This design comes from an exercise in tuning for small area on the open sky130 flow, not from production work.
For this run, only the layout was checked, not whether the RTL still works.
Power figures rest on the tool's default switching activity, not on a simulated workload.

$ cat flow/config.mk
export PLATFORM = sky130hd
export DESIGN_NAME = vga_top
export DESIGN_NICKNAME = vga_top
export VERILOG_FILES = /design/flow/design.v
export SDC_FILE = /design/flow/constraint.sdc
export NUM_CORES = 4
export LEC_CHECK = 0
export CAP_MARGIN = 20
export CORE_MARGIN = 2
export CORE_UTILIZATION = 40
export SLEW_MARGIN = 20
$ cat flow/constraint.sdc
create_clock -name core_clock -period 10.0 [get_ports {clk}]
set_input_delay 2.0000 -clock core_clock [delete_from_list [all_inputs] [get_ports {clk}]]
set_output_delay 2.0000 -clock core_clock [all_outputs]
set_load 0.01 [all_outputs]
$ cat flow/design.v
`timescale 1ns / 1ps
module vga_top(clk, ACL_MISO, ACL_MOSI, ACL_SCLK, ACL_CSN, reset, en, del, switch_input, vga_r, vga_g, vga_b, h_sync, v_sync, LED);
    input clk, reset, en, del;
    input [5:0] switch_input;
    input ACL_MISO; 
    output ACL_MOSI, ACL_SCLK, ACL_CSN;
    output [1:0] LED;
    output reg [3:0] vga_r, vga_g, vga_b;
    output h_sync, v_sync;
    wire ce, ce_fall, ledOn, char, clean_en, clean_del;
    wire [5:0] letter1; 
    wire [5:0] letter2;
    wire [5:0] letter3;
    wire [1:0] acl_data; 
    clk_divider clkDiv (clk, reset, ce, ce_fall);
    accelerometer_SPI acl(
        .clk(clk),
        .rst(reset),
        .ce(ce),
        .ce_fall(ce_fall),
        .miso(ACL_MISO), 
        .sclk(ACL_SCLK), 
        .mosi(ACL_MOSI), 
        .cs(ACL_CSN), 
        .acl_data(acl_data) 
    ); 
    debouncer debEN(clk, reset, en, clean_en);
    debouncer debDEL(clk, reset, del, clean_del);
    letter_decoder ltrd(
        .clk(clk), 
        .rst(reset), 
        .en(clean_en), 
        .del(clean_del), 
        .switch_input(switch_input), 
        .tilt_input(acl_data),   
        .letter1(letter1), 
        .letter2(letter2), 
        .letter3(letter3)
    );
    vga_controller vga_con(clk, reset, ce, letter1, letter2, letter3, h_sync, v_sync, ledOn, char);
    always@(posedge clk)
    if (reset) begin
        vga_r <= 0;
        vga_g <= 0;
        vga_b <= 0;
    end
    else if (ce) begin
        vga_r <= (ledOn) ? (char ? 255: 0) : 0; 
        vga_g <= (ledOn) ? (char ? 255: 0) : 0;
        vga_b <= (ledOn) ? (char ? 0: 255) : 0;
    end    
    assign LED[1:0] = acl_data[1:0];
endmodule
`timescale 1ns / 1ps
module clk_divider(clk, reset, ce, ce_fall);
    input clk, reset;
    output ce, ce_fall;
    reg [1:0] cnt;
    localparam toggleVal = 1;
    reg tempClk;
    assign ce      = ~reset & ~(cnt < toggleVal) & ~tempClk;
    assign ce_fall = ~reset & ~(cnt < toggleVal) &  tempClk;
    always@(posedge clk) begin        
        if (reset) begin
            cnt <=0;
            tempClk <= 0;
        end
        else begin
            if(cnt < toggleVal)
                cnt <= cnt + 1;
            else begin
                cnt <= 0;
                tempClk <= ~tempClk;
            end  
       end
    end
endmodule
`timescale 1ns / 1ps
module debouncer(
    input clk,
    input rst,
    input trigger,
    output reg button  
    );
    reg [20:0]counter;
    localparam [20:0] max_num = 20'b10000000000000000000;
    always @(posedge clk) begin
    if (rst)
    begin
        button <= 1'b0;
        counter <= 0;
    end
    else if (trigger)
    begin
        if (button == 1) 
            begin
            counter <= 0;
            end
        else begin
            if (counter == max_num) 
                begin
                button <= 1'b1;
                end
            else 
                begin
                counter <= counter + 1'b1;
                end
        end
    end
    else
        begin
            button <= 0;
        end
    end
endmodule
`timescale 1ns / 1ps
 module letter_decoder (
    input clk, 
    input rst, 
    input en, 
    input del, 
    input [5:0] switch_input, 
    input [1:0] tilt_input,   
    output reg [5:0]letter1, 
    output reg [5:0]letter2, 
    output reg [5:0]letter3 
    );
    reg [5:0]letter_buffer;  
    reg [1:0] current_position;  
    reg flagDel, flagEN;
    reg [1:0] prev_tilt_input; 
    always @(*) begin
        case (switch_input)
            6'b000000, 6'b000001, 6'b000010, 6'b000011, 
            6'b000100, 6'b000101, 6'b000110, 6'b000111, 
            6'b001000, 6'b001001, 6'b001010, 6'b001011, 
            6'b001100, 6'b001101, 6'b001110, 6'b001111, 
            6'b010000, 6'b010001, 6'b010010, 6'b010011, 
            6'b010100, 6'b010101, 6'b010110, 6'b010111, 
            6'b011000, 6'b011001                            
                    : letter_buffer = switch_input; 
            default: letter_buffer = 6'b111111;    
        endcase
    end 
    always @(posedge clk) begin
        if (rst) begin
            letter1 <= 6'b111111;
            letter2 <= 6'b111111;
            letter3 <= 6'b111111;
            current_position <= 2'b00;
            flagEN <= 0;
            flagDel <= 0;
            prev_tilt_input <= 2'b00;  
        end
        else begin
        if (en & ~flagEN) begin
            case (current_position)
                2'b00: letter1 <= letter_buffer;
                2'b01: letter2 <= letter_buffer;
                2'b10: letter3 <= letter_buffer;
            endcase
            flagEN <= 1;
        end else if (~en) flagEN <= 0;
        if (del & !flagDel) begin
            case (current_position)
                2'b00: 
letter1 <= 6'b111111;  
                2'b01: letter2 <= 6'b111111;  
                2'b10: letter3 <= 6'b111111;  
            endcase
            flagDel <= 1;  
        end else if (!del) flagDel <= 0;  
        if (tilt_input == 2'b01 && prev_tilt_input != 2'b01) begin
            if (current_position > 2'b00)
                current_position <= current_position - 1;
        end
        else if (tilt_input == 2'b10 && prev_tilt_input != 2'b10) begin
            if (current_position < 2'b10)
                current_position <= current_position + 1;
        end
        prev_tilt_input <= tilt_input;
        end
    end
endmodule
`timescale 1ns / 1ps
`timescale 1ns / 1ps
module vga_controller(clk, rst, ce, letter_sel_ONE, letter_sel_TWO, letter_sel_THREE, h_sync, v_sync, led_on, char);
    input clk;
    input rst;   
    input ce;    
    input wire [5:0] letter_sel_ONE;
    input wire [5:0] letter_sel_TWO;
    input wire [5:0] letter_sel_THREE;
    output reg h_sync, v_sync, led_on, char;
    localparam TOTAL_WIDTH = 800;
    localparam TOTAL_HEIGHT = 525;
    localparam ACTIVE_WIDTH = 640;
    localparam ACTIVE_HEIGHT = 480;
    localparam H_SYNC_COLUMN = 704;
    localparam V_SYNC_LINE = 523;
    reg [11:0] widthPos;
    reg [11:0] heightPos;
    wire enable = ((widthPos >=50 & widthPos < 690) & (heightPos >=33 & heightPos < 513)) ? 1'b1: 1'b0;
    wire bmapenableONE = ((widthPos >= 220 & widthPos < 300) & ( heightPos >= 160 & heightPos < 320)) ? 1'b1: 1'b0;
    wire bmapenableTWO = ((widthPos >= 320 & widthPos < 400) & ( heightPos >= 160 & heightPos < 320)) ? 1'b1: 1'b0;
    wire bmapenableTHREE = ((widthPos >= 420 & widthPos < 500) & ( heightPos >= 160 & heightPos < 320)) ? 1'b1: 1'b0;
    wire [5:0] curr_letter_sel;
    assign curr_letter_sel = bmapenableONE ? letter_sel_ONE : (bmapenableTWO ? letter_sel_TWO : letter_sel_THREE);
    reg [2:0] x;
    reg [3:0] y; 
    reg [7:0] bmap [0:15];    
    always @(posedge clk) if (ce) begin
        case (curr_letter_sel)
            6'b000000:
            begin
                bmap[0] <= 8'b00000000;	
                bmap[1] <= 8'b00000000;	
                bmap[2] <= 8'b00010000;	 
                bmap[3] <= 8'b00111000;	 
                bmap[4] <= 8'b01101100;	 
                bmap[5] <= 8'b11000110;	 
                bmap[6] <= 8'b11000110;	 
                bmap[7] <= 8'b11111110;	 
                bmap[8] <= 8'b11111110;	 
                bmap[9] <= 8'b11000110;	 
                bmap[10] <= 8'b11000110;	 
                bmap[11] <= 8'b11000110;	 
                bmap[12] <= 8'b00000000;	
                bmap[13] <= 8'b00000000;	
                bmap[14] <= 8'b00000000;	
                bmap[15] <= 8'b00000000;	
            end
            6'b000001:
            begin
                bmap[0] <= 8'b00000000;	
                bmap[1] <= 8'b00000000;	
                bmap[2] <= 8'b11111100;	 
                bmap[3] <= 8'b11111110;	 
                bmap[4] <= 8'b11000110;	 
                bmap[5] <= 8'b11000110;	 
                bmap[6] <= 8'b11111100;	 
                bmap[7] <= 8'b11111100;	 
                bmap[8] <= 8'b11000110;	 
                bmap[9] <= 8'b11000110;	 
                bmap[10] <= 8'b11111110;	 
                bmap[11] <= 8'b11111100;	 
                bmap[12] <= 8'b00000000;	
                bmap[13] <= 8'b00000000;	
                bmap[14] <= 8'b00000000;	
                bmap[15] <= 8'b00000000;	
            end
            6'b000010:
            begin
                bmap[0] <= 8'b00000000;	
                bmap[1] <= 8'b00000000;	
                bmap[2] <= 8'b01111100;	 
                bmap[3] <= 8'b11111110;	 
                bmap[4] <= 8'b11000000;	 
                bmap[5] <= 8'b11000000;	 
                bmap[6] <= 8'b11000000;	 
                bmap[7] <= 8'b11000000;	 
                bmap[8] <= 8'b11000000;	 
                bmap[9] <= 8'b11000000;	 
                bmap[10] <= 8'b11111110;	 
                bmap[11] <= 8'b01111100;	 
                bmap[12] <= 8'b00000000;	
                bmap[13] <= 8'b00000000;	
                bmap[14] <= 8'b00000000;	
                bmap[15] <= 8'b00000000;	
            end
            6'b000011:
            begin
                bmap[0] <= 8'b00000000;	
                bmap[1] <= 8'b00000000;	
                bmap[2] <= 8'b11111100;	 
                bmap[3] <= 8'b11111110;	 
                bmap[4] <= 8'b11000110;	 
                bmap[5] <= 8'b11000110;	 
                bmap[6] <= 8'b11000110;	 
                bmap[7] <= 8'b11000110;	 
                bmap[8] <= 8'b11000110;	 
                bmap[9] <= 8'b11000110;	 
                bmap[10] <= 8'b11111110;	 
                bmap[11] <= 8'b11111100;	 
                bmap[12] <= 8'b00000000;	
                bmap[13] <= 8'b00000000;	
                bmap[14] <= 8'b00000000;	
                bmap[15] <= 8'b00000000;	
            end
            6'b000100:
            begin
                bmap[0] <= 8'b00000000;	
                bmap[1] <= 8'b00000000;	
                bmap[2] <= 8'b11111110;	 
                bmap[3] <= 8'b11111110;	 
                bmap[4] <= 8'b11000000;	 
                bmap[5] <= 8'b11000000;	 
                bmap[6] <= 8'b11111100;	 
                bmap[7] <= 8'b11111100;	 
                bmap[8] <= 8'b11000000;	 
                bmap[9] <= 8'b11000000;	 
                bmap[10] <= 8'b11111110;	 
                bmap[11] <= 8'b11111110;	 
                bmap[12] <= 8'b00000000;	
                bmap[13] <= 8'b00000000;	
                bmap[14] <= 8'b00000000;	
                bmap[15] <= 8'b00000000;	
            end
            6'b000101:
            begin
                bmap[0] <= 8'b00000000;	
                bmap[1] <= 8'b00000000;	
                bmap[2] <= 8'b11111110;	 
                bmap[3] <= 8'b11111110;	 
                bmap[4] <= 8'b11000000;	 
                bmap[5] <= 8'b11000000;	 
                bmap[6] <= 8'b11111100;	 
                bmap[7] <= 8'b11111100;	 
                bmap[8] <= 8'b11000000;	 
                bmap[9] <= 8'b11000000;	 
                bmap[10] <= 8'b11000000;	 
                bmap[11] <= 8'b11000000;	 
                bmap[12] <= 8'b00000000;	
                bmap[13] <= 8'b00000000;	
                bmap[14] <= 8'b00000000;	
                bmap[15] <= 8'b00000000;	
            end
            6'b000110:
            begin
                bmap[0] <= 8'b00000000;	
                bmap[1] <= 8'b00000000;	
                bmap[2] <= 8'b01111100;	 
                bmap[3] <= 8'b11111110;	 
                bmap[4] <= 8'b11000000;	 
                bmap[5] <= 8'b11000000;	 
                bmap[6] <= 8'b11111110;	 
                bmap[7] <= 8'b11111110;	 
                bmap[8] <= 8'b11000110;	 
                bmap[9] <= 8'b11000110;	 
                bmap[10] <= 8'b11111110;	 
                bmap[11] <= 8'b01110110;	 
                bmap[12] <= 8'b00000000;	
                bmap[13] <= 8'b00000000;	
                bmap[14] <= 8'b00000000;	
                bmap[15] <= 8'b00000000;	
            end
            6'b000111:
            begin
                bmap[0] <= 8'b00000000;	
                bmap[1] <= 8'b00000000;	
                bmap[2] <= 8'b11000110;	 
                bmap[3] <= 8'b11000110;	 
                bmap[4] <= 8'b11000110;	 
                bmap[5] <= 8'b11000110;	 
                bmap[6] <=  8'b11111110;	 
                bmap[7] <=  8'b11111110;	 
                bmap[8] <= 8'b11000110;	 
                bmap[9] <= 8'b11000110;	 
                bmap[10] <= 8'b11000110;	 
                bmap[11] <= 8'b11000110;	 
                bmap[12] <= 8'b00000000;	
                bmap[13] <= 8'b00000000;	
                bmap[14] <= 8'b00000000;	
                bmap[15] <= 8'b00000000;	
            end
            6'b001000:
            begin
                bmap[0] <= 8'b00000000;	
                bmap[1] <= 8'b00000000;	
                bmap[2] <= 8'b11111110;	 
                bmap[3] <= 8'b11111110;	 
                bmap[4] <= 8'b00110000;	 
                bmap[5] <= 8'b00110000;	 
                bmap[6] <=  8'b00110000;	 
                bmap[7] <=  8'b00110000;	 
                bmap[8] <= 8'b00110000;	 
                bmap[9] <= 8'b00110000;	 
                bmap[10] <= 8'b11111110;	 
                bmap[11] <= 8'b11111110;	 
                bmap[12] <= 8'b00000000;	
                bmap[13] <= 8'b00000000;	
                bmap[14] <= 8'b00000000;	
                bmap[15] <= 8'b00000000;	
            end
            6'b001001:
            begin
                bmap[0] <= 8'b00000000;	
                bmap[1] <= 8'b00000000;	
                bmap[2] <= 8'b11111110;	 
                bmap[3] <= 8'b11111110;	 
                bmap[4] <= 8'b00011000;	 
                bmap[5] <= 8'b00011000;	 
                bmap[6] <=  8'b00011000;	 
                bmap[7] <=  8'b00011000;	 
                bmap[8] <= 8'b00011000;	 
                bmap[9] <= 8'b00011000;	 
                bmap[10] <= 8'b11111000;	 
                bmap[11] <= 8'b01111000;	 
                bmap[12] <= 8'b00000000;	
                bmap[13] <= 8'b00000000;	
                bmap[14] <= 8'b00000000;	
                bmap[15] <= 8'b00000000;	
            end
            6'b001010:
            begin
                bmap[0] <= 8'b00000000;	
                bmap[1] <= 8'b00000000;	
                bmap[2] <= 8'b11000110;	 
                bmap[3] <=  8'b11001100;	 
                bmap[4] <= 8'b11011000;	 
                bmap[5] <= 8'b11110000;	 
                bmap[6] <=  8'b11100000;	 
                bmap[7] <=  8'b11100000;	 
                bmap[8] <=  8'b11110000;	 
                bmap[9] <= 8'b11011000;	 
                bmap[10] <= 8'b11001100;	 
                bmap[11] <= 8'b11000110;	 
                bmap[12] <= 8'b00000000;	
                bmap[13] <= 8'b00000000;	
                bmap[14] <= 8'b00000000;	
                bmap[15] <= 8'b00000000;	
            end
            6'b001011:
            begin
                bmap[0] <= 8'b00000000;	
                bmap[1] <= 8'b00000000;	
                bmap[2] <= 8'b11000000;	 
                bmap[3] <=  8'b11000000;	 
                bmap[4] <=  8'b11000000;	 
                bmap[5] <=  8'b11000000;	 
                bmap[6] <=  8'b11000000;	 
                bmap[7] <=  8'b11000000;	 
                bmap[8] <=  8'b11000000;	 
                bmap[9] <=  8'b11000000;	 
                bmap[10] <= 8'b11111110;	 
                bmap[11] <= 8'b11111110;	 
                bmap[12] <= 8'b00000000;	
                bmap[13] <= 8'b00000000;	
                bmap[14] <= 8'b00000000;	
                bmap[15] <= 8'b00000000;	
            end
            6'b001100:
            begin
                bmap[0] <= 8'b00000000;	
                bmap[1] <= 8'b00000000;	
                bmap[2] <=8'b11000110;	 
                bmap[3] <= 8'b11000110;	 
                bmap[4] <= 8'b11101110;	 
                bmap[5] <=  8'b11111110;	 
                bmap[6] <=  8'b11010110;	 
                bmap[7] <=  8'b11000110;	 
                bmap[8] <=  8'b11000110;	 
                bmap[9] <=  8'b11000110;	 
                bmap[10] <= 8'b11000110;	 
                bmap[11] <= 8'b11000110;	 
                bmap[12] <= 8'b00000000;	
                bmap[13] <= 8'b00000000;	
                bmap[14] <= 8'b00000000;	
                bmap[15] <= 8'b00000000;	
            end
            6'b001101:
            begin
                bmap[0] <= 8'b00000000;	
                bmap[1] <= 8'b00000000;	
                bmap[2] <= 8'b11000110;	 
                bmap[3] <= 8'b11000110;	 
                bmap[4] <= 8'b11100110;	 
                bmap[5] <= 8'b11110110;	 
                bmap[6] <=  8'b11111110;	 
                bmap[7] <=  8'b11011110;	 
                bmap[8] <= 8'b11001110;	 
                bmap[9] <= 8'b11000110;	 
                bmap[10] <= 8'b11000110;	 
                bmap[11] <= 8'b11000110;	 
                bmap[12] <= 8'b00000000;	
                bmap[13] <= 8'b00000000;	
                bmap[14] <= 8'b00000000;	
                bmap[15] <= 8'b00000000;	
            end
            6'b001110:
            begin
                bmap[0] <= 8'b00000000;	
                bmap[1] <= 8'b00000000;	
                bmap[2] <= 8'b01111100;	 
                bmap[3] <= 8'b11111110;	 
                bmap[4] <= 8'b11000110;	 
                bmap[5] <= 8'b11000110;	 
                bmap[6] <=  8'b11000110;	 
                bmap[7] <=  8'b11000110;	 
                bmap[8] <= 8'b11000110;	 
                bmap[9] <= 8'b11000110;	 
                bmap[10] <= 8'b11111110;	 
                bmap[11] <= 8'b01111100;	 
                bmap[12] <= 8'b00000000;	
                bmap[13] <= 8'b00000000;	
                bmap[14] <= 8'b00000000;	
                bmap[15] <= 8'b00000000;	
            end
            6'b001111:
            begin
                bmap[0] <= 8'b00000000;	
                bmap[1] <= 8'b00000000;	
                bmap[2] <= 8'b11111100;	 
                bmap[3] <= 8'b11111110;	 
                bmap[4] <= 8'b11000110;	 
                bmap[5] <= 8'b11000110;	 
                bmap[6] <=  8'b11111110;	 
                bmap[7] <=  8'b11111100;	 
                bmap[8] <= 8'b11000000;	 
                bmap[9] <= 8'b11000000;	 
                bmap[10] <= 8'b11000000;	 
                bmap[11] <= 8'b11000000;	 
                bmap[12] <= 8'b00000000;	
                bmap[13] <= 8'b00000000;	
                bmap[14] <= 8'b00000000;	
                bmap[15] <= 8'b00000000;	
            end
            6'b010000:
            begin
                bmap[0] <= 8'b00000000;	
                bmap[1] <= 8'b00000000;	
                bmap[2] <= 8'b11111100;	 
                bmap[3] <= 8'b11111110;	 
                bmap[4] <= 8'b11000110;	 
                bmap[5] <= 8'b11000110;	 
                bmap[6] <=  8'b11000110;	 
                bmap[7] <=  8'b11000110;	 
                bmap[8] <=  8'b11010110;	 
                bmap[9] <= 8'b11111110;	 
                bmap[10] <= 8'b01101100;	 
                bmap[11] <= 8'b00000110;	 
                bmap[12] <= 8'b00000000;	
                bmap[13] <= 8'b00000000;	
                bmap[14] <= 8'b00000000;	
                bmap[15] <= 8'b00000000;	
            end
            6'b010001:
            begin
                bmap[0] <= 8'b00000000;	
                bmap[1] <= 8'b00000000;	
                bmap[2] <= 8'b11111100;	 
                bmap[3] <= 8'b11111110;	 
                bmap[4] <= 8'b11000110;	 
                bmap[5] <= 8'b11000110;	 
                bmap[6] <= 8'b11111110;	 
                bmap[7] <= 8'b11111100;	 
                bmap[8] <= 8'b11011000;	 
                bmap[9] <=  8'b11001100;	 
                bmap[10] <= 8'b11000110;	 
                bmap[11] <= 8'b11000110;	 
                bmap[12] <= 8'b00000000;	
                bmap[13] <= 8'b00000000;	
                bmap[14] <= 8'b00000000;	
                bmap[15] <= 8'b00000000;	
            end
            6'b010010:
            begin
                bmap[0] <= 8'b00000000;	
                bmap[1] <= 8'b00000000;	
                bmap[2] <= 8'b01111100;	 
                bmap[3] <= 8'b11111110;	 
                bmap[4] <= 8'b11000000;	 
                bmap[5] <=  8'b11000000;	 
                bmap[6] <=  8'b11111100;	 
                bmap[7] <=  8'b01111110;	 
                bmap[8] <= 8'b00000110;	 
                bmap[9] <= 8'b00000110;	 
                bmap[10] <= 8'b11111110;	 
                bmap[11] <= 8'b01111100;	 
                bmap[12] <= 8'b00000000;	
                bmap[13] <= 8'b00000000;	
                bmap[14] <= 8'b00000000;	
                bmap[15] <= 8'b00000000;	
            end
            6'b010011:
            begin
                bmap[0] <= 8'b00000000;	
                bmap[1] <= 8'b00000000;	
                bmap[2] <= 8'b11111110;	 
                bmap[3] <= 8'b11111110;	 
                bmap[4] <= 8'b00110000;	 
                bmap[5] <= 8'b00110000;	 
                bmap[6] <=  8'b00110000;	 
                bmap[7] <=  8'b00110000;	 
                bmap[8] <= 8'b00110000;	 
                bmap[9] <= 8'b00110000;	 
                bmap[10] <= 8'b00110000;	 
                bmap[11] <= 8'b00110000;	 
                bmap[12] <= 8'b00000000;	
                bmap[13] <= 8'b00000000;	
                bmap[14] <= 8'b00000000;	
                bmap[15] <= 8'b00000000;	
            end
            6'b010100:
            begin
                bmap[0] <= 8'b00000000;	
                bmap[1] <= 8'b00000000;	
                bmap[2] <=8'b11000110;	 
                bmap[3] <= 8'b11000110;	 
                bmap[4] <= 8'b11000110;	 
                bmap[5] <= 8'b11000110;	 
                bmap[6] <=  8'b11000110;	 
                bmap[7] <=  8'b11000110;	 
                bmap[8] <= 8'b11000110;	 
                bmap[9] <= 8'b11000110;	 
                bmap[10] <= 8'b11111110;	 
                bmap[11] <= 8'b01111100;	 
                bmap[12] <= 8'b00000000;	
                bmap[13] <= 8'b00000000;	
                bmap[14] <= 8'b00000000;	
                bmap[15] <= 8'b00000000;	
            end
            6'b010101: 
            begin
                bmap[0] <= 8'b00000000;	
                bmap[1] <= 8'b00000000;	
                bmap[2] <= 8'b11000110;	 
                bmap[3] <= 8'b11000110;	 
                bmap[4] <= 8'b11000110;	 
                bmap[5] <=8'b11000110;	 
                bmap[6] <=8'b11000110;	 
                bmap[7] <= 8'b11000110;	 
                bmap[8] <= 8'b11000110;	 
                bmap[9] <= 8'b01101100;	 
                bmap[10] <= 8'b00111000;	 
                bmap[11] <= 8'b00010000;	 
                bmap[12] <= 8'b00000000;	
                bmap[13] <= 8'b00000000;	
                bmap[14] <= 8'b00000000;	
                bmap[15] <= 8'b00000000;	
            end
            6'b010110:
            begin
                bmap[0] <= 8'b00000000;	
                bmap[1] <= 8'b00000000;	
                bmap[2] <= 8'b11000110;	 
                bmap[3] <= 8'b11000110;	 
                bmap[4] <= 8'b11000110;	 
                bmap[5] <= 8'b11000110;	 
                bmap[6] <= 8'b11000110;	 
                bmap[7] <= 8'b11000110;	 
                bmap[8] <= 8'b11010110;	 
                bmap[9] <= 8'b11111110;	 
                bmap[10] <= 8'b11101110;	 
                bmap[11] <= 8'b11000110;	 
                bmap[12] <= 8'b00000000;	
                bmap[13] <= 8'b00000000;	
                bmap[14] <= 8'b00000000;	
                bmap[15] <= 8'b00000000;	
            end
            6'b010111:
            begin
                bmap[0] <= 8'b00000000;	
                bmap[1] <= 8'b00000000;	
                bmap[2] <= 8'b11000110;	 
                bmap[3] <=  8'b11000110;	 
                bmap[4] <= 8'b01101100;	 
                bmap[5] <= 8'b00111000;	 
                bmap[6] <=  8'b00111000;	 
                bmap[7] <=  8'b00111000;	 
                bmap[8] <= 8'b00111000;	 
                bmap[9] <= 8'b01101100;	 
                bmap[10] <= 8'b11000110;	 
                bmap[11] <= 8'b11000110;	 
                bmap[12] <= 8'b00000000;	
                bmap[13] <= 8'b00000000;	
                bmap[14] <= 8'b00000000;	
                bmap[15] <= 8'b00000000;	
            end
            6'b011000:
            begin
                bmap[0] <= 8'b00000000;	
                bmap[1] <= 8'b00000000;	
                bmap[2] <= 8'b11000110;	 
                bmap[3] <= 8'b11000110;	 
                bmap[4] <= 8'b01101100;	 
                bmap[5] <= 8'b00111000;	 
                bmap[6] <=  8'b00011000;	 
                bmap[7] <=  8'b00011000;	 
                bmap[8] <= 8'b00011000;	 
                bmap[9] <= 8'b00011000;	 
                bmap[10] <= 8'b00011000;	 
                bmap[11] <= 8'b00011000;	 
                bmap[12] <= 8'b00000000;	
                bmap[13] <= 8'b00000000;	
                bmap[14] <= 8'b00000000;	
                bmap[15] <= 8'b00000000;	
            end
            6'b011001:
            begin
                bmap[0] <= 8'b00000000;	
                bmap[1] <= 8'b00000000;	
                bmap[2] <= 8'b11111110;	 
                bmap[3] <= 8'b11111110;	 
                bmap[4] <= 8'b00000110;	 
                bmap[5] <= 8'b00001100;	 
                bmap[6] <=  8'b00011000;	 
                bmap[7] <=  8'b00110000;	 
                bmap[8] <= 8'b01100000;	 
                bmap[9] <= 8'b11000000;	 
                bmap[10] <= 8'b11111110;	 
                bmap[11] <= 8'b11111110;	 
                bmap[12] <= 8'b00000000;	
                bmap[13] <= 8'b00000000;	
                bmap[14] <= 8'b00000000;	
                bmap[15] <= 8'b00000000;	
            end
            6'b111111:  
            begin
                bmap[0]   <= 8'b00000000;
                bmap[1]   <= 8'b00000000;
                bmap[2]   <= 8'b00000000;
                bmap[3]   <= 8'b00000000;
                bmap[4]   <= 8'b00000000;
                bmap[5]   <= 8'b00000000;
                bmap[6]   <= 8'b00000000;
                bmap[7]   <= 8'b00000000;
                bmap[8]   <= 8'b00000000;
                bmap[9]   <= 8'b00000000;
                bmap[10]  <= 8'b00000000;
                bmap[11]  <= 8'b00000000;
                bmap[12]  <= 8'b00000000;
                bmap[13]  <= 8'b00000000;
                bmap[14]  <= 8'b00000000;
                bmap[15]  <= 8'b00000000;
            end          
        endcase
    end
    always@(posedge clk)
    if (rst) begin
        widthPos <= 0;
        heightPos <= 0;
    end
    else if (ce)
    begin
        if(widthPos < TOTAL_WIDTH -1)
        begin 
            widthPos <= widthPos + 1;
        end
        else
        begin
            widthPos <=0;
            if(heightPos < TOTAL_HEIGHT -1)
            begin
                heightPos <= heightPos + 1;
            end
            else
            begin
                 heightPos <= 0;
            end       
        end
    end
    always@(posedge clk)
    if (rst)
        h_sync <= 1'b0;
    else if (ce)
    begin
        if (widthPos < H_SYNC_COLUMN)
        begin
            h_sync <= 1'b1;
        end
        else
        begin
            h_sync <= 1'b0;
        end
    end
    always@(posedge clk)
    if (rst)
        v_sync <= 1'b0;
    else if (ce)
    begin
        if (heightPos < V_SYNC_LINE)
        begin
            v_sync <= 1'b1;
        end
        else
        begin
            v_sync <= 1'b0;
        end
   end
    always @(*) begin
        if (bmapenableONE) begin
            x = (widthPos - 220)/10;
            y = (heightPos - 160)/10;
        end
        else if (bmapenableTWO) begin
            x = (widthPos - 320)/10;
            y = (heightPos - 160)/10;
        end
        else if (bmapenableTHREE) begin
            x = (widthPos - 420)/10;
            y = (heightPos - 160)/10;
        end
        else begin
            x = 0;
            y = 0;
        end
    end
    always@(posedge clk)
    if (rst) begin
        led_on <= 1'b0;
        char <= 1'b0;
    end
    else if (ce) begin
        if (enable) begin
            if(bmapenableONE) begin
                led_on <= 1'b1;
                char <= bmap[y][3'd7 - x];
            end
            else if ( bmapenableTWO) begin
                led_on <= 1'b1;
                char <= bmap[y][3'd7 - x];
            end            
            else if (bmapenableTHREE) begin
                led_on <= 1'b1;
                char <= bmap[y][3'd7 - x];
            end
            else begin
                led_on <= 1'b1;
                char <= 1'b0;
            end
        end
        else begin
            led_on <= 1'b0;
            char <= 1'b0;
        end
    end
endmodule
`timescale 1ns / 1ps
module accelerometer_SPI(
    input clk,                   
    input rst,                   
    input ce,                    
    input ce_fall,               
    input miso,                  
	output sclk,				 
    output reg mosi,              
    output reg cs,               
    output [1:0] acl_data  
    );
	reg sclk_control;		
	reg clk_counter;
	reg clk_reg;	
	always @(posedge clk) begin
		if (rst) begin
			clk_counter <= 1'b0;
			clk_reg <= 1'b1;
		end
		else if (ce) begin
		clk_counter <= clk_counter + 1;
		if(clk_counter == 1'b1)
			clk_reg <= ~clk_reg;          
		end
	end
	localparam [7:0] write_instr = 8'h0A;			 
	localparam [7:0] mode_reg_addr = 8'h2D;			 
	localparam [7:0] mode_wr_data = 8'h02;			 
    localparam [7:0] read_instr = 8'h0B;			 
    localparam [7:0] x_LSB_addr = 8'h0E;			 
    reg [1:0] temp_DATA;			    
    reg [15:0] X;						 
    reg [15:0] Y;					     
    reg [15:0] Z;						 
    reg [31:0] counter;         		 
    wire latch_data;
    localparam [6:0] POWER_UP    = 7'h00,		 
					 BEGIN_SPIW  = 7'h01,		
					 SEND_WCMD7   = 7'h02,		 
					 SEND_WCMD6   = 7'h03,
					 SEND_WCMD5   = 7'h04,
					 SEND_WCMD4   = 7'h05,
					 SEND_WCMD3   = 7'h06,
					 SEND_WCMD2   = 7'h07,
					 SEND_WCMD1   = 7'h08,
					 SEND_WCMD0   = 7'h09,
					 SEND_WADDR7  = 7'h0A,		
					 SEND_WADDR6  = 7'h0B,
					 SEND_WADDR5  = 7'h0C,
					 SEND_WADDR4  = 7'h0D,
					 SEND_WADDR3  = 7'h0E,
					 SEND_WADDR2  = 7'h0F,
					 SEND_WADDR1  = 7'h10,
					 SEND_WADDR0  = 7'h11,
					 SEND_BYTE7  = 7'h12,		
					 SEND_BYTE6  = 7'h13,
					 SEND_BYTE5  = 7'h14,
					 SEND_BYTE4  = 7'h15,
					 SEND_BYTE3  = 7'h16,
					 SEND_BYTE2  = 7'h17,
					 SEND_BYTE1  = 7'h18,
					 SEND_BYTE0  = 7'h19,
					 WAIT        = 7'h1A,
					 BEGIN_SPIR  = 7'h1B,
					 SEND_RCMD7  = 7'h1C,		
					 SEND_RCMD6  = 7'h1D,
					 SEND_RCMD5  = 7'h1E,
					 SEND_RCMD4  = 7'h1F,
					 SEND_RCMD3  = 7'h20,
					 SEND_RCMD2  = 7'h21,
                     SEND_RCMD1  = 7'h22,
					 SEND_RCMD0  = 7'h23,
					 SEND_RADDR7 = 7'h24,		
					 SEND_RADDR6 = 7'h25,
					 SEND_RADDR5 = 7'h26,
					 SEND_RADDR4 = 7'h27,
					 SEND_RADDR3 = 7'h28,
					 SEND_RADDR2 = 7'h29,
                     SEND_RADDR1 = 7'h2A,
                     SEND_RADDR0 = 7'h2B,
					 REC_XLSB7	 = 7'h2C,
					 REC_XLSB6	 = 7'h2D,
					 REC_XLSB5	 = 7'h2E,
					 REC_XLSB4	 = 7'h2F,
					 REC_XLSB3	 = 7'h30,
					 REC_XLSB2	 = 7'h31,
					 REC_XLSB1	 = 7'h32,
					 REC_XLSB0	 = 7'h33,
					 REC_XMSB7	 = 7'h34,
					 REC_XMSB6	 = 7'h35,
					 REC_XMSB5	 = 7'h36,
					 REC_XMSB4	 = 7'h37,
					 REC_XMSB3	 = 7'h38,
					 REC_XMSB2	 = 7'h39,
					 REC_XMSB1	 = 7'h3A,
					 REC_XMSB0	 = 7'h3B,
					 REC_YLSB7	 = 7'h3C,
					 REC_YLSB6	 = 7'h3D,
					 REC_YLSB5	 = 7'h3E,
					 REC_YLSB4	 = 7'h3F,
					 REC_YLSB3	 = 7'h40,
					 REC_YLSB2	 = 7'h41,
					 REC_YLSB1	 = 7'h42,
					 REC_YLSB0	 = 7'h43,
					 REC_YMSB7	 = 7'h44,
					 REC_YMSB6	 = 7'h45,
					 REC_YMSB5	 = 7'h46,
					 REC_YMSB4	 = 7'h47,
					 REC_YMSB3	 = 7'h48,
					 REC_YMSB2	 = 7'h49,
					 REC_YMSB1	 = 7'h4A,
					 REC_YMSB0	 = 7'h4B,
					 REC_ZLSB7	 = 7'h4C,
					 REC_ZLSB6	 = 7'h4D,
					 REC_ZLSB5	 = 7'h4E,
					 REC_ZLSB4	 = 7'h4F,
					 REC_ZLSB3	 = 7'h50,
					 REC_ZLSB2	 = 7'h51,
					 REC_ZLSB1	 = 7'h52,
					 REC_ZLSB0	 = 7'h53,
					 REC_ZMSB7	 = 7'h54,
					 REC_ZMSB6	 = 7'h55,
					 REC_ZMSB5	 = 7'h56,
					 REC_ZMSB4	 = 7'h57,
					 REC_ZMSB3	 = 7'h58,
					 REC_ZMSB2	 = 7'h59,
					 REC_ZMSB1	 = 7'h5A,
					 REC_ZMSB0	 = 7'h5B,
					 END_SPI	 = 7'h5C;	 
    reg [6:0] state_reg;          
    always @(posedge clk) begin
      if (rst) begin
        state_reg <= POWER_UP;
        counter <= 32'b0;
        cs <= 1'b1;
        mosi <= 1'b0;
        sclk_control <= 1'b0;
        X <= 16'b0;
        Y <= 16'b0;
        Z <= 16'b0;
      end
      else if (ce) begin
        counter <= counter + 1;                              
        case(state_reg)
            POWER_UP    : begin
                            if(counter == 32'd23999)		 
                                state_reg <= BEGIN_SPIW;
			end
			BEGIN_SPIW	: begin						 
							if(counter == 32'd24001) begin
								state_reg <= SEND_WCMD7;
								cs <= 1'b0;			 
							end	
			end
            SEND_WCMD7    : begin					 
							sclk_control <= 1'b1;	 
							mosi <= write_instr[7];	 
							if(counter == 32'd24005)
								state_reg <= SEND_WCMD6;
            end
			SEND_WCMD6    : begin					 
							mosi <= write_instr[6];	 
							if(counter == 32'd24009)
								state_reg <= SEND_WCMD5;
            end
			SEND_WCMD5    : begin					 
							mosi <= write_instr[5];	 
							if(counter == 32'd24013)
								state_reg <= SEND_WCMD4;
            end
			SEND_WCMD4    : begin					 
							mosi <= write_instr[4];	 
							if(counter == 32'd24017)
								state_reg <= SEND_WCMD3;
            end
			SEND_WCMD3    : begin					 
							mosi <= write_instr[3];	 
							if(counter == 32'd24021)
								state_reg <= SEND_WCMD2;
            end
			SEND_WCMD2    : begin					 
							mosi <= write_instr[2];	 
							if(counter == 32'd24025)
								state_reg <= SEND_WCMD1;
            end
			SEND_WCMD1    : begin					 
							mosi <= write_instr[1];	 
							if(counter == 32'd24029)
								state_reg <= SEND_WCMD0;
            end
			SEND_WCMD0    : begin					 
							mosi <= write_instr[0];	 
							if(counter == 32'd24033)
								state_reg <= SEND_WADDR7;
            end
            SEND_WADDR7   : begin						 
							mosi <= mode_reg_addr[7];	 
							if(counter == 32'd24037)
								state_reg <= SEND_WADDR6;							
            end
			SEND_WADDR6   : begin						 
							mosi <= mode_reg_addr[6];	 
							if(counter == 32'd24041)
								state_reg <= SEND_WADDR5;
            end
			SEND_WADDR5   : begin						 
							mosi <= mode_reg_addr[5];	 
							if(counter == 32'd24045)
								state_reg <= SEND_WADDR4;
            end
			SEND_WADDR4   : begin						 
							mosi <= mode_reg_addr[4];	 
							if(counter == 32'd24049)
								state_reg <= SEND_WADDR3;
            end
			SEND_WADDR3   : begin						 
							mosi <= mode_reg_addr[3];	 
							if(counter == 32'd24053)
								state_reg <= SEND_WADDR2;
            end
			SEND_WADDR2   : begin						 
							mosi <= mode_reg_addr[2];	 
							if(counter == 32'd24057)
								state_reg <= SEND_WADDR1;
            end
			SEND_WADDR1   : begin						 
							mosi <= mode_reg_addr[1];	 
							if(counter == 32'd24061)
								state_reg <= SEND_WADDR0;
            end
			SEND_WADDR0   : begin						 
							mosi <= mode_reg_addr[0];	 
							if(counter == 32'd24065)
								state_reg <= SEND_BYTE7;
            end
			SEND_BYTE7	: begin							 
							mosi <= mode_wr_data[7];	 
							if(counter == 32'd24069)
								state_reg <= SEND_BYTE6;
			end
			SEND_BYTE6	: begin							 
							mosi <= mode_wr_data[6];	 
							if(counter == 32'd24073)
								state_reg <= SEND_BYTE5;
			end
			SEND_BYTE5	: begin							 
							mosi <= mode_wr_data[5];	 
							if(counter == 32'd24077)
								state_reg <= SEND_BYTE4;
			end
            SEND_BYTE4	: begin							 
							mosi <= mode_wr_data[4];	 
							if(counter == 32'd24081)
								state_reg <= SEND_BYTE3;
			end
            SEND_BYTE3	: begin							 
							mosi <= mode_wr_data[3];	 
							if(counter == 32'd24085)
								state_reg <= SEND_BYTE2;
			end
            SEND_BYTE2	: begin							 
							mosi <= mode_wr_data[2];	 
							if(counter == 32'd24089)
								state_reg <= SEND_BYTE1;
			end
			SEND_BYTE1	: begin							 
							mosi <= mode_wr_data[1];	 
							if(counter == 32'd24093)
								state_reg <= SEND_BYTE0;
			end
            SEND_BYTE0	: begin							 
							mosi <= mode_wr_data[0];	 
							if(counter == 32'd24097) begin
								state_reg <= WAIT;
								counter <= 32'd0;
								cs <= 1'b1;			 
								sclk_control <= 1'b0;	 
							end
			end
			WAIT		: begin							 
							if(counter == 32'd160002) begin
								counter <= 32'd0;
								state_reg <= BEGIN_SPIR;
								end
			end
			BEGIN_SPIR	: begin							 
							if(counter == 32'd1) begin
								state_reg <= SEND_RCMD7;
								cs <= 1'b0;				 
								sclk_control <= 1'b1;	 
							end
			end
			SEND_RCMD7 	: begin							 
							mosi <= read_instr[7];		 
							if(counter == 32'd4)
								state_reg <= SEND_RCMD6;
			end
			SEND_RCMD6 	: begin							 
							mosi <= read_instr[6];		 
							if(counter == 32'd8)
								state_reg <= SEND_RCMD5;
			end 
			SEND_RCMD5 	: begin							 
							mosi <= read_instr[5];		 
							if(counter == 32'd12)
								state_reg <= SEND_RCMD4;
			end 
			SEND_RCMD4 	: begin							 
							mosi <= read_instr[4];		 
							if(counter == 32'd16)
								state_reg <= SEND_RCMD3;
			end 
			SEND_RCMD3 	: begin							 
							mosi <= read_instr[3];		 
							if(counter == 32'd20)
								state_reg <= SEND_RCMD2;
			end 
			SEND_RCMD2 	: begin							 
							mosi <= read_instr[2];		 
							if(counter == 32'd24)
								state_reg <= SEND_RCMD1;
			end 
			SEND_RCMD1 	: begin							 
							mosi <= read_instr[1];		 
							if(counter == 32'd28)
								state_reg <= SEND_RCMD0;
			end 
			SEND_RCMD0 	: begin							 
							mosi <= read_instr[0];		 
							if(counter == 32'd32)
								state_reg <= SEND_RADDR7;
			end 
			SEND_RADDR7 : begin							 
							mosi <= x_LSB_addr[7];		 
							if(counter == 32'd36)
								state_reg <= SEND_RADDR6;
			end
			SEND_RADDR6 : begin							 
							mosi <= x_LSB_addr[6];		 
							if(counter == 32'd40)
								state_reg <= SEND_RADDR5;
			end
			SEND_RADDR5 : begin							 
							mosi <= x_LSB_addr[5];		 
							if(counter == 32'd44)
								state_reg <= SEND_RADDR4;
			end
			SEND_RADDR4 : begin							 
							mosi <= x_LSB_addr[4];		 
							if(counter == 32'd48)
								state_reg <= SEND_RADDR3;
			end
			SEND_RADDR3 : begin							 
							mosi <= x_LSB_addr[3];		 
							if(counter == 32'd52)
								state_reg <= SEND_RADDR2;
			end
			SEND_RADDR2 : begin							 
							mosi <= x_LSB_addr[2];		 
							if(counter == 32'd56)
								state_reg <= SEND_RADDR1;
			end
			SEND_RADDR1 : begin							 
							mosi <= x_LSB_addr[1];		 
							if(counter == 32'd60)
								state_reg <= SEND_RADDR0;
			end
			SEND_RADDR0 : begin							 
							mosi <= x_LSB_addr[0];		 
							if(counter == 32'd64)
								state_reg <= REC_XLSB7;
			end
			REC_XLSB7 	: begin							 
							X[7] <= miso;				 
							if(counter == 32'd68)
								state_reg <= REC_XLSB6;
			end	
			REC_XLSB6 	: begin							 
							X[6] <= miso;				 
							if(counter == 32'd72)
								state_reg <= REC_XLSB5;
			end	
			REC_XLSB5 	: begin							 
							X[5] <= miso;				 
							if(counter == 32'd76)
								state_reg <= REC_XLSB4;
			end	
			REC_XLSB4 	: begin							 
							X[4] <= miso;				 
							if(counter == 32'd80)
								state_reg <= REC_XLSB3;
			end	
			REC_XLSB3 	: begin							 
							X[3] <= miso;				 
							if(counter == 32'd84)
								state_reg <= REC_XLSB2;
			end	
			REC_XLSB2 	: begin							 
							X[2] <= miso;				 
							if(counter == 32'd88)
								state_reg <= REC_XLSB1;
			end	
			REC_XLSB1 	: begin							 
							X[1] <= miso;				 
							if(counter == 32'd92)
								state_reg <= REC_XLSB0;
			end	
			REC_XLSB0 	: begin							 
							X[0] <= miso;				 
							if(counter == 32'd96)
								state_reg <= REC_XMSB7;
			end	
			REC_XMSB7 	: begin							 
							X[15] <= miso;				 
							if(counter == 32'd100)
								state_reg <= REC_XMSB6;
			end	
			REC_XMSB6 	: begin							 
							X[14] <= miso;				 
							if(counter == 32'd104)
								state_reg <= REC_XMSB5;
			end	
			REC_XMSB5 	: begin							 
							X[13] <= miso;				 
							if(counter == 32'd108)
								state_reg <= REC_XMSB4;
			end	
			REC_XMSB4 	: begin							 
							X[12] <= miso;				 
							if(counter == 32'd112)
								state_reg <= REC_XMSB3;
			end	
			REC_XMSB3 	: begin							 
							X[11] <= miso;				 
							if(counter == 32'd116)
								state_reg <= REC_XMSB2;
			end	
			REC_XMSB2 	: begin							 
							X[10] <= miso;				 
							if(counter == 32'd120)
								state_reg <= REC_XMSB1;
			end	
			REC_XMSB1 	: begin							 
							X[9] <= miso;				 
							if(counter == 32'd124)
								state_reg <= REC_XMSB0;
			end	
			REC_XMSB0 	: begin							 
							X[8] <= miso;				 
							if(counter == 32'd128)
								state_reg <= REC_YLSB7;
			end	
			REC_YLSB7 	: begin							 
							Y[7] <= miso;				 
							if(counter == 32'd132)
								state_reg <= REC_YLSB6;
			end	
			REC_YLSB6 	: begin							 
							Y[6] <= miso;				 
							if(counter == 32'd136)
								state_reg <= REC_YLSB5;
			end	
			REC_YLSB5 	: begin							 
							Y[5] <= miso;				 
							if(counter == 32'd140)
								state_reg <= REC_YLSB4;
			end	
			REC_YLSB4 	: begin							 
							Y[4] <= miso;				 
							if(counter == 32'd144)
								state_reg <= REC_YLSB3;
			end	
			REC_YLSB3 	: begin							 
							Y[3] <= miso;				 
							if(counter == 32'd148)
								state_reg <= REC_YLSB2;
			end	
			REC_YLSB2 	: begin							 
							Y[2] <= miso;				 
							if(counter == 32'd152)
								state_reg <= REC_YLSB1;
			end	
			REC_YLSB1 	: begin							 
							Y[1] <= miso;				 
							if(counter == 32'd156)
								state_reg <= REC_YLSB0;
			end	
			REC_YLSB0 	: begin							 
							Y[0] <= miso;				 
							if(counter == 32'd160)
								state_reg <= REC_YMSB7;
			end	
			REC_YMSB7 	: begin							 
							Y[15] <= miso;				 
							if(counter == 32'd164)
								state_reg <= REC_YMSB6;
			end	
			REC_YMSB6 	: begin							 
							Y[14] <= miso;				 
							if(counter == 32'd168)
								state_reg <= REC_YMSB5;
			end	
			REC_YMSB5 	: begin							 
							Y[13] <= miso;				 
							if(counter == 32'd172)
								state_reg <= REC_YMSB4;
			end	
			REC_YMSB4 	: begin							 
							Y[12] <= miso;				 
							if(counter == 32'd176)
								state_reg <= REC_YMSB3;
			end	
			REC_YMSB3 	: begin							 
							Y[11] <= miso;				 
							if(counter == 32'd180)
								state_reg <= REC_YMSB2;
			end	
			REC_YMSB2 	: begin							 
							Y[10] <= miso;				 
							if(counter == 32'd184)
								state_reg <= REC_YMSB1;
			end	
			REC_YMSB1 	: begin							 
							Y[9] <= miso;				 
							if(counter == 32'd188)
								state_reg <= REC_YMSB0;
			end	
			REC_YMSB0 	: begin							 
							Y[8] <= miso;				 
							if(counter == 32'd192)
								state_reg <= REC_ZLSB7;
			end	
			REC_ZLSB7 	: begin							 
							Z[7] <= miso;				 
							if(counter == 32'd196)
								state_reg <= REC_ZLSB6;
			end	
			REC_ZLSB6 	: begin							 
							Z[6] <= miso;				 
							if(counter == 32'd200)
								state_reg <= REC_ZLSB5;			
			end	
			REC_ZLSB5 	: begin							 
							Z[5] <= miso;				 
							if(counter == 32'd204)
								state_reg <= REC_ZLSB4;			
			end	
			REC_ZLSB4 	: begin							 
							Z[4] <= miso;				 
							if(counter == 32'd208)
								state_reg <= REC_ZLSB3;		
			end	
			REC_ZLSB3 	: begin							 
							Z[3] <= miso;				 
							if(counter == 32'd212)
								state_reg <= REC_ZLSB2;			
			end	
			REC_ZLSB2 	: begin							 
							Z[2] <= miso;				 
							if(counter == 32'd216)
								state_reg <= REC_ZLSB1;			
			end	
			REC_ZLSB1 	: begin							 
							Z[1] <= miso;				 
							if(counter == 32'd220)
								state_reg <= REC_ZLSB0;			
			end	
			REC_ZLSB0 	: begin							 
							Z[0] <= miso;				 
							if(counter == 32'd224)
								state_reg <= REC_ZMSB7;			
			end	
			REC_ZMSB7 	: begin							 
							Z[15] <= miso;				 
							if(counter == 32'd228)
								state_reg <= REC_ZMSB6;
			end	
			REC_ZMSB6 	: begin							 
							Z[14] <= miso;				 
							if(counter == 32'd232)
								state_reg <= REC_ZMSB5;		
			end	
			REC_ZMSB5 	: begin							 
							Z[13] <= miso;				 
							if(counter == 32'd236)
								state_reg <= REC_ZMSB4;			
			end	
			REC_ZMSB4 	: begin							 
							Z[12] <= miso;				 
							if(counter == 32'd240)
								state_reg <= REC_ZMSB3;			
			end	
			REC_ZMSB3 	: begin							 
							Z[11] <= miso;				 
							if(counter == 32'd244)
								state_reg <= REC_ZMSB2;			
			end	
			REC_ZMSB2 	: begin							 
							Z[10] <= miso;				 
							if(counter == 32'd248)
								state_reg <= REC_ZMSB1;
			end	
			REC_ZMSB1 	: begin							 
							Z[9] <= miso;				 
							if(counter == 32'd252)
								state_reg <= REC_ZMSB0;
			end	
			REC_ZMSB0 	: begin							 
							Z[8] <= miso;				 
							if(counter == 32'd256) begin
								cs <= 1'b1;				 
								sclk_control <= 1'b0;	 
								state_reg <= END_SPI;
							end
			end	
			END_SPI 	: begin							 
							if(counter == 32'd40259) begin
								counter <= 32'd0;				 
								state_reg <= BEGIN_SPIR;		 
							end
			end		
        endcase
      end
    end
    always @(posedge clk)
        if (rst)
            temp_DATA <= 2'b00;
        else if(ce_fall && latch_data) begin		 
            if (Y[11] == 1'b0 & Y[10:7] >= 2'b11) begin          
                temp_DATA <= 2'b01; 
            end 
            else if (Y[11] == 1'b1 & ~Y[10:7] >= 2'b11) begin     
                temp_DATA <= 2'b10; 
            end 
            else begin  
                temp_DATA <= 2'b00;
            end
		end
    assign acl_data = temp_DATA;
	assign latch_data = ((state_reg == END_SPI) && (counter == 32'd258)) ? 1 : 0;
	assign sclk = (sclk_control) ? clk_reg : 0;
endmodule
$ cat flow/run.sh
#!/bin/bash
# synth_recipe.tcl (not shown) runs the flow's synth.tcl, then flattens the netlist and writes it again
# the make line also repeats each setting of config.mk as NAME=value (left out here)
make -C /OpenROAD-flow-scripts/flow DESIGN_CONFIG=/design/flow/config.mk WORK_HOME=/design/flow/orfs CLKGATE_MAP_FILE= SYNTH_SCRIPT=/design/flow/synth_recipe.tcl finish
==> out/qor.yml <==
fin_skew_ns: 0.0229
layout-drive-gt1-share: 0.0732
setup-violations-final: 0
initial_core_util: 0.406
regMostFlops: "vga_con.bmap"
clock_sinks: 216
worst_ep_required_time_ns: 10.49
crit_start: "vga_con.widthPos[2]"
critical_path_arrival_ns: 7.65
postRouteAntennaNets: 0
top_regs: "vga_con.bmap x64, acl.counter x32"
overflow: 0
synthCells: 2596
crit_fanout: 22
die-area_sq_mm: 0.0493
synthTopCellsByArea: "dfxtp_1 16%, edfxtp_1 10%, nor2_1 6.9%, a21oi_1 5.5%, nand2_1 5.5%"
status: "timing/DRC/antenna clean"
synth_edf_count: 64
drtIter0Drc: 2151
drc: 0
multi_input_area_sq_mm: 0.0130
largest_reg_flops: 64
wire_per_inst_um: 20.2
synth.net_count: 2642
dp_slack_ns: 3.05
slew_viol_final: 0
relSlewSlack: 0.263
setup_tns_ns: 0
cts_made_buffers: 27
synth.distinct_cells: 122
post-route-period-util: 0.716
synth_top_cell_by_area: "dfxtp_1"
rsz0062_at_grt: "no"
avgSynthCellArea_sq_um: 7.32
power.leakage_nw: 7.15
htree_num_levels: 1
fin_crit_ns: 7.16
grt_pass1_vias: 18000
dieHeight_um: 222
via_per_inst: 6.35
via_count: 19900
ys_seq_elements: 216
min-delay-start: "acl.cs"
crit_type: "flip-flop to flip-flop"
finalInstanceArea_sq_mm: 0.0205
layout_setup_ws_ns: 2.84
grt_pass1_wl_mm: 101
seqCellArea_sq_mm: 0.00497
hold_violations: 0
clkTransAtPathRegs_ns: 0.06
r2r_slack_ns: 2.84
ir_drop_mv: 0.105
dpl.hpwl_mm: 44.7
die-width_um: 222
power_density_mw_per_mm2: 112
fill_cells: 4819
post_cts_buffers: 0
drt_pass1_iterations: 8
cts-resized-gates: 0
maxCapViolCount: 0
nets: 2551
cts.path.max_buffers: 3
holdBufCountCts: 0
grt_use_total: 0.247
async_reset_ff_frac: 0
syn2layout_area_growth_pct: 7.83
yosys_warnings: 7
n_antenna_cell: 0
tightest_slew_ns: 1.10
crit_path_end_kind: "flip-flop"
cp-start-kind: "flip-flop"
yosysMostFrequentCell: "nor2_1"
yosysSeqAreaShare: 0.261
synth_common_cells: "351 x nor2_1, 278 x nand2_1, 210 x a21oi_1"
fp-row-count: 79
grt_max_degree: 50
holdCritPathClass: "flip-flop to flip-flop"
portBuffers: 29
synthesis.area_sq_mm: 0.0190
synth.top_cell.area_share: 0.160
core_sq_mm: 0.0468
clkLatencyLatePin_ns: 0.57
timing.fmax_mhz: 140
rr_startpoint: "vga_con.widthPos[2]"
root_buffer: "clkbuf_16"
total_power_w: 0.00229
gp_congestion: 0.956
whs_ns: 0.446
ys.flop_type: "dfxtp_1"
antenna_found_initial: 1
ios: 30
placedInstanceArea_sq_mm: 0.0196
drt_wl_total_mm: 63.4
cts_tree: "done"
## power by group
group	total [W]	internal (W)	leakage, nW	switching, W
sequential	0.00100	0.000969	1.83	0.0000310
clock	0.00101	0.000604	0.440	0.000408
combinational	0.000281	0.0000813	4.87	0.000200
total	0.00229	0.00165	7.15	0.000639
## cell type report
class                   count  share of cell area
flip-flops and latches    216               0.242
repair buffers             69              0.0289
clock buffers              29              0.0333
well taps                 607              0.0371
clock inverters            21              0.0119
multi-input cells        2138               0.637
inverters                  53             0.00971
## cell usage in the layout (no fill, tap or decap), drive strengths merged, types with 15 or more instances in the layout
cell and instances:
nand2b 23, ha 35, a21oi 212, nand2 279
nor2 354, nand3 112, nand4 37, o22ai 38
o21a 24, clkbuf 29, or3 15, o21ai 181
o211ai 46, edfxtp 64, dfxtp 152, a31oi 45
and2 26, o31ai 16, buf 41, clkinv 17
xnor2 72, a22oi 26, a211oi 41, nor3 76
mux2i 39, nor2b 37, xor2 62, inv 48
nor4 35, and3 43, clkdlybuf4s50 28
## critical path: stages (launching register included)
cell and delay, ns:
dfxtp_1 0.84, clkinv_1 0.52, ha_1 0.50, nand2b_1 0.25
a31o_2 0.25, a221oi_2 0.10, xnor2_1 0.79, nor4_1 0.20
a211oi_1 0.23, nor3_1 0.09, nor2_1 0.43, mux2i_1 0.80
o21ai_1 0.21, or3_1 0.40, o2111a_1 0.15, o21ai_0 0.15
or4b_4 0.51, mux2_4 0.32, a211oi_2 0.21, a22o_1 0.14
## metal layers
metal,vias to the layer above,GRT usage,share of wire
met1,9349,0.366,0.46
met5,-,0,0.00041
met2,956,0.371,0.43
met3,148,0.0314,0.081
met4,2,0.0750,0.029
li1,9455,-,-
## cells by family (layout without fill, tap and decap cells)
kind of cell    after synthesis  count (layout)  synth area share
buf+inv                     242             172            0.0549
compound gates              818             818             0.292
mux                          53              53            0.0298
xor+xnor                    134             134            0.0629
fa+ha+maj                    35              35            0.0230
simple gates               1098            1098             0.276
flops                       216             216             0.261
## stage by stage
stage,util,instances
after floorplan,-,2596
after global placement,0.418,3082
after detailed placement,0.418,3083
after CTS,0.438,3133
after global routing,0.438,3133
final,0.438,3133
## final timing paths
kind	end	cells past startpoint
setup / recovery	vga_con.char	19
hold / removal	acl.cs	2
setup reg to reg	vga_con.char	19
hold reg to reg	acl.cs	2

## afterwards: timing with drivers on the ports
The flow's constraints put no driver on any port. The routed layout listed below was extracted and timed again, unchanged, in two steps.
Step 1, drivers: a clkbuf_16 drives clk and a buf_2 each remaining input, both assumed.
Step 2 also shifts input and output timing later by t, the mid clock arrival at the registers, as if the neighbouring blocks saw the same clock.
Slacks: ideal ports / drivers / drivers and shift; pairs: ideal ports / drivers.
t (ns): 0.621
setup slack, ns: 2.838 / 2.838 / 2.838
worst hold slack (ns): 0.446 / 0.446 / 0.446
pins driven straight from the clock port: 1
After both steps this run still meets setup and hold. For this run, drivers alone change the setup slack by 0.000 ns; drivers and shift together by 0.000 ns.
